Background: an optimization exercise with open tools, aiming at small area, a short achievable clock period and few clock cycles per item. Do not read the settings as production practice.
In this exercise RTL edits were held to simulation tests only and were not proved equivalent to the original.

### flow/design.v
module fa(
    input a,
    input b,
    input cin,
    output s,
    output cout
);
    assign s = a ^ b  ^ cin;
    assign cout = (a & b) ^ (cin & (a ^ b));
endmodule
module ha(
    input a,
    input b,
    output s,
    output cout
);
    assign s = a ^ b;
    assign cout = a & b;
endmodule
module basic_unit_ha_and(
    input in_x,
    input in_a,
    input in_b,
    output s,
    output cout
);
    wire in_y;
    assign in_y = in_a & in_b;
    assign s = in_x ^ in_y;
    assign cout = in_x & in_y;
endmodule
module basic_unit_ha_nand(
    input in_x,
    input in_a,
    input in_b,
    output s,
    output cout
);
    wire in_y;
    assign in_y = ~(in_a & in_b);
    assign s = in_x ^ in_y;
    assign cout = in_x & in_y;
endmodule
module basic_unit_fa_and(
    input in_x,
    input in_a,
    input in_b,
    input cin,
    output s,
    output cout
);
    wire in_y;
    assign in_y = in_a & in_b;
    assign s = in_x ^ in_y ^ cin;
    assign cout = (in_x & in_y) ^ (cin & (in_x ^ in_y));
endmodule
module basic_unit_fa_nand(
    input in_x,
    input in_a,
    input in_b,
    input cin,
    output s,
    output cout
);
    wire in_y;
    assign in_y = ~(in_a & in_b);
    assign s = in_x ^ in_y ^ cin;
    assign cout = (in_x & in_y) ^ (cin & (in_x ^ in_y));
endmodule
module basic_unit_first_line(
    input [7:0] in_x,
    input [7:0] in_a,
    input in_b,
    output [7:0] s,
    output [7:0] cout
);
    basic_unit_ha_and i_buha_0 (.in_x(in_x[0]), .in_a(in_a[0]), .in_b(in_b), .s(s[0]), .cout(cout[0]));
    basic_unit_ha_and i_buha_1 (.in_x(in_x[1]), .in_a(in_a[1]), .in_b(in_b), .s(s[1]), .cout(cout[1]));
    basic_unit_ha_and i_buha_2 (.in_x(in_x[2]), .in_a(in_a[2]), .in_b(in_b), .s(s[2]), .cout(cout[2]));
    basic_unit_ha_and i_buha_3 (.in_x(in_x[3]), .in_a(in_a[3]), .in_b(in_b), .s(s[3]), .cout(cout[3]));
    basic_unit_ha_and i_buha_4 (.in_x(in_x[4]), .in_a(in_a[4]), .in_b(in_b), .s(s[4]), .cout(cout[4]));
    basic_unit_ha_and i_buha_5 (.in_x(in_x[5]), .in_a(in_a[5]), .in_b(in_b), .s(s[5]), .cout(cout[5]));
    basic_unit_ha_and i_buha_6 (.in_x(in_x[6]), .in_a(in_a[6]), .in_b(in_b), .s(s[6]), .cout(cout[6]));
    basic_unit_ha_nand i_buhna_7 (.in_x(in_x[7]), .in_a(in_a[7]), .in_b(in_b), .s(s[7]), .cout(cout[7]));
endmodule
module basic_unit_line(
    input [7:0] in_x,
    input [7:0] in_a,
    input in_b,
    input [7:0] cin,
    output [7:0] s,
    output [7:0] cout
);
    basic_unit_fa_and i_bufa_0 (.in_x(in_x[0]), .in_a(in_a[0]), .in_b(in_b), .cin(cin[0]), .s(s[0]), .cout(cout[0]));
    basic_unit_fa_and i_bufa_1 (.in_x(in_x[1]), .in_a(in_a[1]), .in_b(in_b), .cin(cin[1]), .s(s[1]), .cout(cout[1]));
    basic_unit_fa_and i_bufa_2 (.in_x(in_x[2]), .in_a(in_a[2]), .in_b(in_b), .cin(cin[2]), .s(s[2]), .cout(cout[2]));
    basic_unit_fa_and i_bufa_3 (.in_x(in_x[3]), .in_a(in_a[3]), .in_b(in_b), .cin(cin[3]), .s(s[3]), .cout(cout[3]));
    basic_unit_fa_and i_bufa_4 (.in_x(in_x[4]), .in_a(in_a[4]), .in_b(in_b), .cin(cin[4]), .s(s[4]), .cout(cout[4]));
    basic_unit_fa_and i_bufa_5 (.in_x(in_x[5]), .in_a(in_a[5]), .in_b(in_b), .cin(cin[5]), .s(s[5]), .cout(cout[5]));
    basic_unit_fa_and i_bufa_6 (.in_x(in_x[6]), .in_a(in_a[6]), .in_b(in_b), .cin(cin[6]), .s(s[6]), .cout(cout[6]));
    basic_unit_fa_nand i_bufna_7 (.in_x(in_x[7]), .in_a(in_a[7]), .in_b(in_b), .cin(cin[7]), .s(s[7]), .cout(cout[7]));
endmodule
module basic_unit_last_line(
    input [7:0] in_x,
    input [7:0] in_a,
    input in_b,
    input [7:0] cin,
    output [7:0] s,
    output [7:0] cout
);
    basic_unit_fa_nand i_bufna_0 (.in_x(in_x[0]), .in_a(in_a[0]), .in_b(in_b), .cin(cin[0]), .s(s[0]), .cout(cout[0]));
    basic_unit_fa_nand i_bufna_1 (.in_x(in_x[1]), .in_a(in_a[1]), .in_b(in_b), .cin(cin[1]), .s(s[1]), .cout(cout[1]));
    basic_unit_fa_nand i_bufna_2 (.in_x(in_x[2]), .in_a(in_a[2]), .in_b(in_b), .cin(cin[2]), .s(s[2]), .cout(cout[2]));
    basic_unit_fa_nand i_bufna_3 (.in_x(in_x[3]), .in_a(in_a[3]), .in_b(in_b), .cin(cin[3]), .s(s[3]), .cout(cout[3]));
    basic_unit_fa_nand i_bufna_4 (.in_x(in_x[4]), .in_a(in_a[4]), .in_b(in_b), .cin(cin[4]), .s(s[4]), .cout(cout[4]));
    basic_unit_fa_nand i_bufna_5 (.in_x(in_x[5]), .in_a(in_a[5]), .in_b(in_b), .cin(cin[5]), .s(s[5]), .cout(cout[5]));
    basic_unit_fa_nand i_bufna_6 (.in_x(in_x[6]), .in_a(in_a[6]), .in_b(in_b), .cin(cin[6]), .s(s[6]), .cout(cout[6]));
    basic_unit_fa_and i_bufa_7 (.in_x(in_x[7]), .in_a(in_a[7]), .in_b(in_b), .cin(cin[7]), .s(s[7]), .cout(cout[7]));
endmodule
module adder_9bit_unit(
    input   [8:0] a,
    input   [8:1] b,
    output  [8:0] out
);
    wire [8:0] s;
    wire [8:0] cout;
    ha i_ha_0 (.a(a[0]), .b(1'b0), .s(s[0]), .cout(cout[0]));
    generate 
        genvar i_adder;
        for(i_adder=1; i_adder<9; i_adder=i_adder+1) begin: adder_for_bits
            fa i_fa (.a(a[i_adder]), .b(b[i_adder]), .cin(cout[i_adder-1]), .s(s[i_adder]), .cout(cout[i_adder]));
        end
    endgenerate
    assign out[8:0] = s[8:0];
endmodule
module adder_24bit(
    input   [23:0] a,
    input   [23:0] b,
    output  [23:0] out
);
    wire [23:0] s;
    wire [23:0] cout;
    ha i_ha_0 (.a(a[0]), .b(b[0]), .s(s[0]), .cout(cout[0]));
    generate 
        genvar i_adder;
        for(i_adder=1; i_adder<24; i_adder=i_adder+1) begin: adder_for_bits
            fa i_fa (.a(a[i_adder]), .b(b[i_adder]), .cin(cout[i_adder-1]), .s(s[i_adder]), .cout(cout[i_adder]));
        end
    endgenerate
    assign out[23:0] = s[23:0];
endmodule
module adder_32bit(
    input   [31:0] a,
    input   [31:0] b,
    output  [31:0] out
);
    wire [31:0] s;
    wire [31:0] cout;
    ha i_ha_0 (.a(a[0]), .b(b[0]), .s(s[0]), .cout(cout[0]));
    generate 
        genvar i_adder;
        for(i_adder=1; i_adder<32; i_adder=i_adder+1) begin: adder_for_bits
            fa i_fa (.a(a[i_adder]), .b(b[i_adder]), .cin(cout[i_adder-1]), .s(s[i_adder]), .cout(cout[i_adder]));
        end
    endgenerate
    assign out[31:0] = s[31:0];
endmodule
module fused_signed_mac_32p8t8_2x24p8t4 (
    input split,
    input [47:0] in,
    input [7:0] a,
    input [7:0] b,
    output [47:0] out
);
    wire [7:0] s_line [7:0];
    wire [7:0] cout_line [7:0];
    wire [7:0] s_line0_in;
    wire [7:0] s_line3_l;
    wire [7:0] cout_line3_l;
    wire [7:0] s_line4_in;
    wire [7:0] cout_line4_in;
    assign s_line0_in = split ? 8'b10001000 : 8'b0;
    assign s_line4_in = split ? 8'b10001000 : {1'b0,s_line[3][7:1]};
    assign cout_line4_in = split ? 8'b0 : cout_line[3];
    basic_unit_first_line   i_bul_0     (.in_x(s_line0_in), .in_a(a), .in_b(b[0]), .s(s_line[0]), .cout(cout_line[0]));
    basic_unit_line         i_bul_1     (.in_x({~split, s_line[0][7:1]}), .in_a(a), .in_b(b[1]), .cin(cout_line[0]), .s(s_line[1]), .cout(cout_line[1]));
    basic_unit_line         i_bul_2     (.in_x({1'b0, s_line[1][7:1]}), .in_a(a), .in_b(b[2]), .cin(cout_line[1]), .s(s_line[2]), .cout(cout_line[2]));
    basic_unit_line         i_bul_3     (.in_x({1'b0, s_line[2][7:1]}), .in_a(a), .in_b(b[3]), .cin(cout_line[2]), .s(s_line[3]), .cout(cout_line[3]));
    basic_unit_last_line    i_bul_3l    (.in_x({1'b0, s_line[2][7:1]}), .in_a(a), .in_b(b[3]), .cin(cout_line[2]), .s(s_line3_l), .cout(cout_line3_l));
    basic_unit_line         i_bul_4     (.in_x({s_line4_in[7:0]}), .in_a(a), .in_b(b[4]), .cin(cout_line4_in), .s(s_line[4]), .cout(cout_line[4]));
    basic_unit_line         i_bul_5     (.in_x({1'b0, s_line[4][7:1]}), .in_a(a), .in_b(b[5]), .cin(cout_line[4]), .s(s_line[5]), .cout(cout_line[5]));
    basic_unit_line         i_bul_6     (.in_x({1'b0, s_line[5][7:1]}), .in_a(a), .in_b(b[6]), .cin(cout_line[5]), .s(s_line[6]), .cout(cout_line[6]));
    basic_unit_last_line    i_bul_7     (.in_x({1'b0, s_line[6][7:1]}), .in_a(a), .in_b(b[7]), .cin(cout_line[6]), .s(s_line[7]), .cout(cout_line[7]));
    wire [15:0] out_8t8;
    wire [11:0] out_8t4_low, out_8t4_high;
    assign out_8t4_low[2:0] = {s_line[2][0], s_line[1][0], s_line[0][0]};
    adder_9bit_unit  i_adder_24p8t4_low     (.a({1'b1, s_line3_l}), .b(cout_line3_l), .out(out_8t4_low[11:3]));
    assign out_8t4_high[2:0] = {s_line[6][0], s_line[5][0], s_line[4][0]};
    adder_9bit_unit  i_adder_24p8t4_high    (.a({1'b1, s_line[7]}), .b(cout_line[7]), .out(out_8t4_high[11:3]));
    assign out_8t8[6:0] = {s_line[6][0], s_line[5][0], s_line[4][0], s_line[3][0], s_line[2][0], s_line[1][0], s_line[0][0]};
    assign out_8t8[15:7] = out_8t4_high[11:3];
    wire [31:0] product_32b;
    wire [23:0] product_24b_low, product_24b_high;
    wire [31:0] out_32p8t8;
    wire [23:0] out_24p8t4_low, out_24p8t4_high;
    assign product_24b_low[23:12] = out_8t4_low[11] ? 12'hfff : 12'h000;
    assign product_24b_low[11:0] = out_8t4_low;
    assign product_24b_high[23:12] = out_8t4_high[11] ? 12'hfff : 12'h000;
    assign product_24b_high[11:0] = out_8t4_high;
    assign product_32b[31:16] = out_8t8[15] ? 16'hffff : 16'h0000;
    assign product_32b[15:0] = out_8t8;
    adder_24bit i_adder_24b_low     (.a(product_24b_low), .b(in[23:0]), .out(out_24p8t4_low));
    adder_24bit i_adder_24b_high    (.a(product_24b_high), .b(in[47:24]), .out(out_24p8t4_high));
    adder_32bit i_adder_32b         (.a(product_32b), .b(in[31:0]), .out(out_32p8t8));
    assign out = split ? {out_24p8t4_high, out_24p8t4_low} : {{16{out_32p8t8[31]}}, out_32p8t8};
endmodule
module pe_parallel(
    input clk,
    input rst_n,
    input [47:0] partial_result,
    input working,
    input flush,
    input [7:0] a,
    input [7:0] b,
    input split,
    output [47:0] mac_result
);
    reg [7:0] buffered_in;
    reg [7:0] weight;
    always@(posedge clk or negedge rst_n) begin
        if(!rst_n == 1'b1) begin
            buffered_in <= 8'b0;
        end
        else begin
            if(flush) begin
                buffered_in <= 8'b0;
            end
            else if(working) begin
                buffered_in <= a;
            end
            else begin
                buffered_in <= buffered_in;
            end
        end
    end
    always@(posedge clk or negedge rst_n) begin
        if(!rst_n == 1'b1) begin
            weight <= 8'b0;
        end
        else begin
            if(flush) begin
                weight <= 8'b0;
            end
            else if(working) begin
                weight <= b;
            end
            else begin
                weight <= weight;
            end
        end
    end
    fused_signed_mac_32p8t8_2x24p8t4 i_mac_unit (.split(split), .in(partial_result), .a(weight), .b(buffered_in), .out(mac_result));
endmodule
module pe_line_parallel(
    input clk,
    input rst_n,
    input [479:0] partial_result,
    input working,
    input flush,
    input [7:0] in_x,
    input [79:0] in_w,
    input split,
    output [479:0] out
);
    pe_parallel i_pe_unit_0 (.clk(clk), .rst_n(rst_n),  .partial_result(partial_result[47:0]),      .working(working),  .flush(flush),  .a(in_x),   .b(in_w[7:0]),      .split(split),  .mac_result(out[47:0]));
    pe_parallel i_pe_unit_1 (.clk(clk), .rst_n(rst_n),  .partial_result(partial_result[95:48]),     .working(working),  .flush(flush),  .a(in_x),   .b(in_w[15:8]),     .split(split),  .mac_result(out[95:48]));
    pe_parallel i_pe_unit_2 (.clk(clk), .rst_n(rst_n),  .partial_result(partial_result[143:96]),    .working(working),  .flush(flush),  .a(in_x),   .b(in_w[23:16]),    .split(split),  .mac_result(out[143:96]));
    pe_parallel i_pe_unit_3 (.clk(clk), .rst_n(rst_n),  .partial_result(partial_result[191:144]),   .working(working),  .flush(flush),  .a(in_x),   .b(in_w[31:24]),    .split(split),  .mac_result(out[191:144]));
    pe_parallel i_pe_unit_4 (.clk(clk), .rst_n(rst_n),  .partial_result(partial_result[239:192]),   .working(working),  .flush(flush),  .a(in_x),   .b(in_w[39:32]),    .split(split),  .mac_result(out[239:192]));
    pe_parallel i_pe_unit_5 (.clk(clk), .rst_n(rst_n),  .partial_result(partial_result[287:240]),   .working(working),  .flush(flush),  .a(in_x),   .b(in_w[47:40]),    .split(split),  .mac_result(out[287:240]));
    pe_parallel i_pe_unit_6 (.clk(clk), .rst_n(rst_n),  .partial_result(partial_result[335:288]),   .working(working),  .flush(flush),  .a(in_x),   .b(in_w[55:48]),    .split(split),  .mac_result(out[335:288]));
    pe_parallel i_pe_unit_7 (.clk(clk), .rst_n(rst_n),  .partial_result(partial_result[383:336]),   .working(working),  .flush(flush),  .a(in_x),   .b(in_w[63:56]),    .split(split),  .mac_result(out[383:336]));
    pe_parallel i_pe_unit_8 (.clk(clk), .rst_n(rst_n),  .partial_result(partial_result[431:384]),   .working(working),  .flush(flush),  .a(in_x),   .b(in_w[71:64]),    .split(split),  .mac_result(out[431:384]));
    pe_parallel i_pe_unit_9 (.clk(clk), .rst_n(rst_n),  .partial_result(partial_result[479:432]),   .working(working),  .flush(flush),  .a(in_x),   .b(in_w[79:72]),    .split(split),  .mac_result(out[479:432]));
endmodule
module accelerator(
    input clk,
    input rst_n,
    input start,
    input split,
    output  reg weight_we,
    output  reg [6:0]   weight_addr,
    input   [79:0]  weight_data,
    output  reg input_we,
    output  reg [6:0]   input_addr,
    input   [15:0]  input_data,
    output  reg valid,
    output  reg [3:0]   inference_result
);
    reg working;
    reg parallel;
    reg [3:0] state;
    reg [6:0] counter;
    reg [7:0] mid_result [9:0];
    reg [7:0] mid_result_buffer [9:0];
    wire [479:0] pe_line_out;
    reg [479:0] partial_result;
    always@(posedge clk or negedge rst_n) begin
        if(!rst_n) begin
            working <= 1'b0;
        end
        else begin
            if(start) begin
                working <= 1'b1;
            end
            else begin
                if(parallel == 1'b1 & state == 4'b1011) begin
                    working <= 1'b0;
                end
                else if(parallel == 1'b0 & state == 4'b0110) begin
                    working <= 1'b0;
                end
                else begin
                    working <= working;
                end
            end
        end
    end
    always@(posedge clk or negedge rst_n) begin
        if(!rst_n) begin
            parallel <= 1'b0;
        end
        else begin
            if(start) begin
                parallel <= split;
            end
            else begin
                parallel <= parallel;
            end
        end
    end
    always@(posedge clk or negedge rst_n) begin
        if(!rst_n) begin
            state <= 4'b0;
        end
        else begin
            if(start) begin
                state <= 4'b0001;
            end
            else begin
                case(state)
                    4'b0001:    begin
                                    if(counter == 7'b1100101) begin
                                        state <= 4'b0010;
                                    end
                                    else begin
                                        state <= state;
                                    end
                                end
                    4'b0010:    begin
                                    state <= 4'b0011;
                                end
                    4'b0011:    begin
                                    state <= 4'b0100;
                                end
                    4'b0100:    begin
                                    if(counter == 7'b0001001) begin
                                        state <= 4'b0101;
                                    end
                                    else begin
                                        state <= state;
                                    end
                                end
                    4'b0101:    begin
                                    state <= 4'b0110;
                                end
                    4'b0110:    begin
                                    if(parallel) begin
                                        state <= 4'b0111;
                                    end
                                    else begin
                                        state <= 4'b0000;
                                    end
                                end
                    4'b0111:    begin
                                    state <= 4'b1000;
                                end
                    4'b1000:    begin
                                    state <= 4'b1001;
                                end
                    4'b1001:    begin
                                    if(counter == 7'b0001001) begin
                                        state <= 4'b1010;
                                    end
                                    else begin
                                        state <= state;
                                    end
                                end
                    4'b1010:    begin
                                    state <= 4'b1011;
                                end
                    4'b1011:    begin
                                    state <= 4'b0000;
                                end
                    default:    begin
                                    state <= state;
                                end
                endcase
            end
        end
    end
    always@(posedge clk or negedge rst_n) begin
        if(!rst_n) begin
            counter <= 7'b0;
        end
        else begin
            if(start) begin
                counter <= 7'b0;
            end
            else begin
                case(state)
                    4'b0001:    begin
                                    if(counter < 7'b1100101) begin
                                        counter <= counter + 1;
                                    end
                                    else begin
                                        counter <= 7'b0;
                                    end
                                end
                    4'b0100:    begin
                                    if(counter < 7'b0001001) begin
                                        counter <= counter + 1;
                                    end
                                    else begin
                                        counter <= 7'b0;
                                    end
                                end
                    4'b1001:    begin
                                    if(counter < 7'b0001001) begin
                                        counter <= counter + 1;
                                    end
                                    else begin
                                        counter <= 7'b0;
                                    end
                                end
                    default:    begin
                                    counter <= counter;
                                end
                endcase
            end
        end
    end
    always@(posedge clk or negedge rst_n) begin
        if(!rst_n) begin
            weight_we <= 1'b0;
        end
        else begin
            weight_we <= weight_we;
        end
    end
    always@(posedge clk or negedge rst_n) begin
        if(!rst_n) begin
            weight_addr <= 7'b0;
        end
        else begin
            if(start) begin
                weight_addr <= 7'b0;
            end
            else if((state==4'b0001 & counter < 7'b1100100) | state == 4'b0011 | state == 4'b0100 | state == 4'b1000 | state == 4'b1001) begin
                weight_addr <= weight_addr + 1;
            end
            else if(state == 4'b0111) begin
                weight_addr <= 7'b1100100;
            end
            else begin
                weight_addr <= weight_addr;
            end
        end
    end
    always@(posedge clk or negedge rst_n) begin
        if(!rst_n) begin
            input_we <= 1'b0;
        end
        else begin
            input_we <= input_we;
        end
    end
    always@(posedge clk or negedge rst_n) begin
        if(!rst_n) begin
            input_addr <= 7'b0;
        end
        else begin
            if(start) begin
                input_addr <= 7'b0;
            end
            else if(state==4'b0001 & counter < 7'b1100100) begin
                input_addr <= input_addr + 1;
            end
            else if(state==4'b0100) begin
                input_addr <= input_addr + 1;
            end
            else begin
                input_addr <= input_addr;
            end
        end
    end
    wire flush;
    wire parallel_en;
    wire [7:0] in_x;
    wire [79:0] in_w;
    assign in_x = (state == 4'b0001) ? {(parallel == 1'b1) ? {input_data[11:8], input_data[3:0]} : {input_data[7:0]}} : {((state == 4'b0100 | state == 4'b1001) ? {mid_result[counter]} : {8'b0})};
    assign in_w = (state == 4'b0001 | state == 4'b0100 | state == 4'b1001) ? weight_data : 80'b0;
    assign flush = (state == 4'b0001 & (counter == 7'b0000000 | counter == 7'b1100101));
    assign parallel_en = parallel & (state[3:1] == 3'b000);
    pe_line_parallel plp (
        .clk(clk), 
        .rst_n(rst_n), 
        .partial_result(partial_result), 
        .working(working),
        .flush(flush),
        .in_x(in_x), 
        .in_w(in_w), 
        .split(parallel_en), 
        .out(pe_line_out)
    );
    always@(posedge clk or negedge rst_n) begin
        if(!rst_n) begin
            partial_result <= 480'b0;
        end
        else begin
            if(start) begin
                partial_result <= 480'b0;
            end
            else begin
                if(state == 4'b0001 & counter == 7'b0000000) begin
                    partial_result <= 480'b0;
                end
                else if(state == 4'b0001) begin
                    partial_result <= pe_line_out;
                end
                else if(state == 4'b0010) begin
                    partial_result <= 480'b0;
                end
                else if(state == 4'b0100) begin
                    partial_result <= pe_line_out;
                end
                else if(state == 4'b0101) begin
                    partial_result <= pe_line_out;
                end
                else if(state == 4'b1001) begin
                    partial_result <= pe_line_out;
                end
                else begin
                    partial_result <= 480'b0;
                end
            end
        end
    end
    generate 
        genvar i_mid;
        for(i_mid=0;i_mid<10;i_mid=i_mid+1) begin: mid_result_gen
            always@(posedge clk or negedge rst_n) begin
                if(!rst_n) begin
                    mid_result[i_mid] <= 8'b0;
                end
                else begin
                    case(state)
                    4'b0010:    begin
                                    mid_result[i_mid] <= pe_line_out[i_mid*48+9:i_mid*48+2];
                                end
                    4'b0011:    begin
                                    if (mid_result[i_mid][7] == 1) begin
                                        mid_result[i_mid] <= 8'b0;
                                    end
                                    else begin
                                        mid_result[i_mid] <= mid_result[i_mid];
                                    end
                                end
                    4'b0101:    begin
                                    mid_result[i_mid] <= pe_line_out[i_mid*48+11:i_mid*48+4];
                                end
                    4'b0111:    begin
                                    mid_result[i_mid] <= mid_result_buffer[i_mid];
                                end
                    4'b1000:    begin
                                    if (mid_result[i_mid][7] == 1) begin
                                        mid_result[i_mid] <= 8'b0;
                                    end
                                    else begin
                                        mid_result[i_mid] <= mid_result[i_mid];
                                    end
                                end
                    4'b1010:    begin
                                    mid_result[i_mid] <= pe_line_out[i_mid*48+11:i_mid*48+4];
                                end
                    default:    begin
                                    mid_result[i_mid] <= mid_result[i_mid];
                                end
                    endcase
                end
            end
        end
    endgenerate
    generate 
        genvar i_2mid;
        for(i_2mid=0;i_2mid<10;i_2mid=i_2mid+1) begin: mid_result_buffer_gen
            always@(posedge clk or negedge rst_n) begin
                if(!rst_n) begin
                    mid_result_buffer[i_2mid] <= 8'b0;
                end
                else begin
                    if(state==4'b0010) begin
                        mid_result_buffer[i_2mid] <= partial_result[i_2mid*48+33:i_2mid*48+26];
                    end
                    else begin
                        mid_result_buffer[i_2mid] <= mid_result_buffer[i_2mid];
                    end
                end
            end
        end
    endgenerate
    wire [3:0] mid_index [4:0];
    wire [7:0] mid_max_value [4:0];
    assign mid_index[0] = ($signed(mid_result[1]) > $signed(mid_result[0])) ? 4'b0001 : 4'b0000;
    assign mid_max_value[0] = ($signed(mid_result[1]) > $signed(mid_result[0])) ? mid_result[1] : mid_result[0];
    assign mid_index[1] = ($signed(mid_result[3]) > $signed(mid_result[2])) ? 4'b0011 : 4'b0010;
    assign mid_max_value[1] = ($signed(mid_result[3]) > $signed(mid_result[2])) ? mid_result[3] : mid_result[2];
    assign mid_index[2] = ($signed(mid_result[5]) > $signed(mid_result[4])) ? 4'b0101 : 4'b0100;
    assign mid_max_value[2] = ($signed(mid_result[5]) > $signed(mid_result[4])) ? mid_result[5] : mid_result[4];
    assign mid_index[3] = ($signed(mid_result[7]) > $signed(mid_result[6])) ? 4'b0111 : 4'b0110;
    assign mid_max_value[3] = ($signed(mid_result[7]) > $signed(mid_result[6])) ? mid_result[7] : mid_result[6];
    assign mid_index[4] = ($signed(mid_result[9]) > $signed(mid_result[8])) ? 4'b1001 : 4'b1000;
    assign mid_max_value[4] = ($signed(mid_result[9]) > $signed(mid_result[8])) ? mid_result[9] : mid_result[8];
    wire [3:0] mid_index_2 [1:0];
    wire [7:0] mid_max_value_2 [1:0];
    assign mid_index_2[0] = ($signed(mid_max_value[1]) > $signed(mid_max_value[0])) ? mid_index[1] : mid_index[0];
    assign mid_max_value_2[0] = ($signed(mid_max_value[1]) > $signed(mid_max_value[0])) ? mid_max_value[1] : mid_max_value[0];
    assign mid_index_2[1] = ($signed(mid_max_value[3]) > $signed(mid_max_value[2])) ? mid_index[3] : mid_index[2];
    assign mid_max_value_2[1] = ($signed(mid_max_value[3]) > $signed(mid_max_value[2])) ? mid_max_value[3] : mid_max_value[2];
    wire [3:0] mid_index_3;
    wire [7:0] mid_max_value_3;
    assign mid_index_3 = ($signed(mid_max_value_2[1]) > $signed(mid_max_value[4])) ? mid_index_2[1] : mid_index[4];
    assign mid_max_value_3 = ($signed(mid_max_value_2[1]) > $signed(mid_max_value[4])) ? mid_max_value_2[1] : mid_max_value[4];
    wire [3:0] max_index;
    assign max_index = ($signed(mid_max_value_3) > $signed(mid_max_value_2[0])) ? mid_index_3 : mid_index_2[0];
    always@(posedge clk or negedge rst_n) begin
        if(!rst_n) begin
            inference_result <= 4'b0;
        end
        else begin
            if(start) begin
                inference_result <= 4'b0;
            end
            else begin
                if(state == 4'b0110 | state == 4'b1011) begin
                    inference_result <= max_index;
                end
                else begin
                    inference_result <= inference_result;
                end
            end
        end
    end
    always@(posedge clk or negedge rst_n) begin
        if(!rst_n) begin
            valid <= 1'b0;
        end
        else begin
            if(start) begin
                valid <= 1'b0;
            end
            else if(valid == 1'b1) begin
                valid <= 1'b0;
            end
            else if(state == 4'b0110 | state == 4'b1011) begin
                valid <= 1'b1;
            end
            else begin
                valid <= valid;
            end
        end        
    end
endmodule
### flow/run.sh
#!/bin/bash
# synth_recipe.tcl (not shown) runs the flow's synth.tcl, then flattens the netlist and writes it again
# the make line also repeats each setting of config.mk as NAME=value (left out here)
make -C /OpenROAD-flow-scripts/flow DESIGN_CONFIG=/design/flow/config.mk WORK_HOME=/design/flow/orfs CLKGATE_MAP_FILE= SYNTH_SCRIPT=/design/flow/synth_recipe.tcl finish
### flow/config.mk
export PLATFORM = sky130hd
export DESIGN_NAME = accelerator
export DESIGN_NICKNAME = accelerator
export VERILOG_FILES = /design/flow/design.v
export SDC_FILE = /design/flow/constraint.sdc
export NUM_CORES = 4
export LEC_CHECK = 0
export CAP_MARGIN = 20
export CORE_MARGIN = 2
export CORE_UTILIZATION = 40
export SLEW_MARGIN = 20
### flow/constraint.sdc
create_clock -name core_clock -period 16.0 [get_ports {clk}]
set_input_delay 3.2000 -clock core_clock [delete_from_list [all_inputs] [get_ports {clk}]]
set_output_delay 3.2000 -clock core_clock [all_outputs]
set_load 0.01 [all_outputs]
==> out/results.ini <==
[worst_setup_path]
cp_top_family = adder cells
critPathMaxStageDelay_ns = 0.55
start_kind = flip-flop
required_ns = 16.62
rrSetupSlack_ns = 0.52
path_buf_inv = 8
endpoint_kind = flip-flop
reg2regPathDepth = 46
crit_cells = 46
crit_fanout = 7
slowest_stage = fa_1
crit_path_frequent_cell = fa_1
critical_path_class = reg -> reg
r2r-start = parallel
arrival_ns = 16.10
r2r-end = partial_result[129]

[cells_and_area]
layout_commonest_cell = fa_1
drive_gt1_share_pct = 12.04
fin_cells = 8197
area_growth_pct = 13.10
layout_common_cells = fa_1 (1,032), inv_1 (772), nand2_1 (702), dfrtp_1 (612), and2_1 (426)
fin_area_um2 = 71470
fillCellCount = 14500
finalNetCount = 7650
antenna_cells = 0

[placement]
dp.final_hpwl_mm = 119.2
dpl.cell_count = 8042
dp_slack_ns = -0.5988
io_buffers = 114
place_congestion = 0.8962
place_area_um2 = 68080

[global_route]
antenna_found_initial = 5
grt_pass1_wl_mm = 259.1
grt_max_degree = 159
grt-ovfl-total = 0
grt_pass1_vias = 45420
track_usage_pct = 20.49

[sta]
finalHoldViolCount = 0
max_slew_margin_pct = 24.42
period_share_pct = 96.73
drv_slew = 0
max_clock_freq_ghz = 0.06462
setup_tns_ns = 0
fin_ws_ns = 0.5239
setup_viol = 0
tightest_slew_ns = 1.134
clock_skew_ns = 0.03708
post-route-min-period_ns = 15.48

[min_path]
whs_path_depth = 1
hold_path.class = reg -> reg
holdPathEnd = valid
hp-start = valid

[floorplanning]
ios = 121
die_h_um = 401.5
die_x_um = 401.5
core_area_um2 = 156600
dieArea_um2 = 161200
initial_core_util_pct = 40.36
rows = 145

[synth]
synth_edf_count = 0
netlist_instances = 5937
syn_avg_cell_area_um2 = 10.64
synth.distinct_cells = 74
synthFlopType = dfrtp_1
yosys_warnings = 5
ys_seq_area_share_pct = 24.55
netlist_area_um2 = 63190
ys_async_sr_fraction_pct = 100.0
ys_seq_elements = 620

[detailed_routing]
detail-route-antenna-nets = 0
first_pass_iters = 6
postRouteWirelength_mm = 158.1
wl_per_cell_um = 19.28
vias = 41990
via_per_inst = 5.123
drc_errors = 0
drt-initial-drc-count = 2820

[clock_network]
clockBufferDepth = 3
cts_buffers = 81
clock_sinks = 620
cts_root_buf = clkbuf_16
path_clk_slew_ns = 0.06
htree_levels = 3
cts_tree = yes
clk_latency_ns = 0.72

[job]
maxCapViolations = 0

[outcome]
status = complete, no violations

## layout make-up
class                      instances  area, µm²  share of cell area [%]
clock inverter                    34      488.0                  0.6828
sequential                       620      15540                   21.74
clock buffer                     112       2305                   3.225
inverter                         784       2984                   4.175
multi-input combinational       4209      44120                   61.74
timing repair buffer             380       3453                   4.832
tap                             2058       2575                   3.603
## worst max path at each step
stage,from,end
detailed placement,state[2],partial_result[416]
global route,parallel,partial_result[129]
finish,parallel,partial_result[129]
CTS,parallel,partial_result[416]
floorplan,state[2],partial_result[415]
global placement,state[2],partial_result[367]
## metrics by stage
step | hold WS (ns) | util (%)
after floorplan | 0.4520 | -
after global placement | 0.4464 | 43.48
after detailed placement | 0.4429 | 43.48
after CTS | 0.4512 | 45.45
after global routing | 0.4924 | 45.65
final | 0.4458 | 45.65
## metal layers
layer / vias to the layer above / share of wire [%] / GRT usage [%]
li1: 18830 / - / -
met1: 22070 / 46 / 29.54
met2: 892 / 46 / 32.32
met3: 201 / 5.2 / 3.270
met4: 2 / 2.5 / 5.177
met5: - / 0.0082 / 0
## sequential cells by signal, summed over array words and instances, names as in the netlist, 8 cells and up
name	count
mid_result_buffer	80
plp.i_pe_unit_6.weight	8
partial_result	340
mid_result	80
plp.i_pe_unit_1.buffered_in	8
plp.i_pe_unit_5.weight	8
plp.i_pe_unit_3.weight	8
plp.i_pe_unit_2.weight	8
plp.i_pe_unit_1.weight	8
plp.i_pe_unit_4.weight	8
plp.i_pe_unit_7.weight	8
plp.i_pe_unit_9.weight	8
plp.i_pe_unit_0.weight	8
plp.i_pe_unit_8.weight	8
## logic make-up (layout without fill, tap and decap cells)
| group | count (synthesis) | in the layout | share of synthesized area [%] |
|---|---|---|---|
| fa+ha+maj | 1474 | 1474 | 43.44 |
| compound gates | 755 | 755 | 7.536 |
| mux | 211 | 211 | 3.536 |
| xor+xnor | 129 | 129 | 1.788 |
| simple gates | 1638 | 1638 | 12.24 |
| buf+inv | 1109 | 1310 | 6.901 |
| other cells | 1 | 2 | 0.005935 |
| flops | 620 | 620 | 24.55 |
## synth_stat cells, types with 78 or more instances
cell | number | area [µm²]
nand2b_1 | 95 | 594.3
buf_2 | 78 | 390.4
and2_1 | 426 | 2665
nand2_1 | 702 | 2635
xnor2_1 | 108 | 945.9
fa_1 | 1200 | 24020
a21oi_1 | 352 | 1762
a22o_1 | 91 | 797.0
nor2_1 | 314 | 1179
inv_1 | 781 | 2932
dfrtp_1 | 620 | 15510
clkbuf_1 | 188 | 705.7
mux2_2 | 95 | 1070
ha_1 | 274 | 3428
mux2i_1 | 115 | 1151
## timing repair
item                       CTS  global route
pin swaps                   11            16
gates resized for setup     61            97
setup endpoints to repair   46            40
gates cloned                 1             0
hold buffers                 0             0
buffers inserted             6             2
Testbench counts, summed over its fixed seeds: cycles 59,212, images 698.

[afterwards: timing with drivers on the ports]
How much do the figures lean on ideal ports? The routed layout below was timed once more, with nothing changed but the port constraints.
Step 1, drivers: a clkbuf_16 drives clk and a buf_2 each remaining input, both assumed.
Step 2, shift: input delay + t, output delay - t, t = (earliest + latest rising clock arrival at the registers) / 2. This alone moves slack from input paths to output paths.
Slacks: no drivers / after step 1 / after step 2; pairs: no drivers / after step 1.
shift t [ns]: 0.781
slack for setup (ns): 0.524 / 0.524 / 0.524
worst hold slack (ns): 0.446 / 0.446 / 0.446
worst setup path after step 2: register to register
slew at the worst register clock pin (ns): 0.07 / 0.07
After both steps setup and hold are still met in this run. For this run, drivers alone change the setup slack by 0.000 ns; drivers and shift together by 0.000 ns.
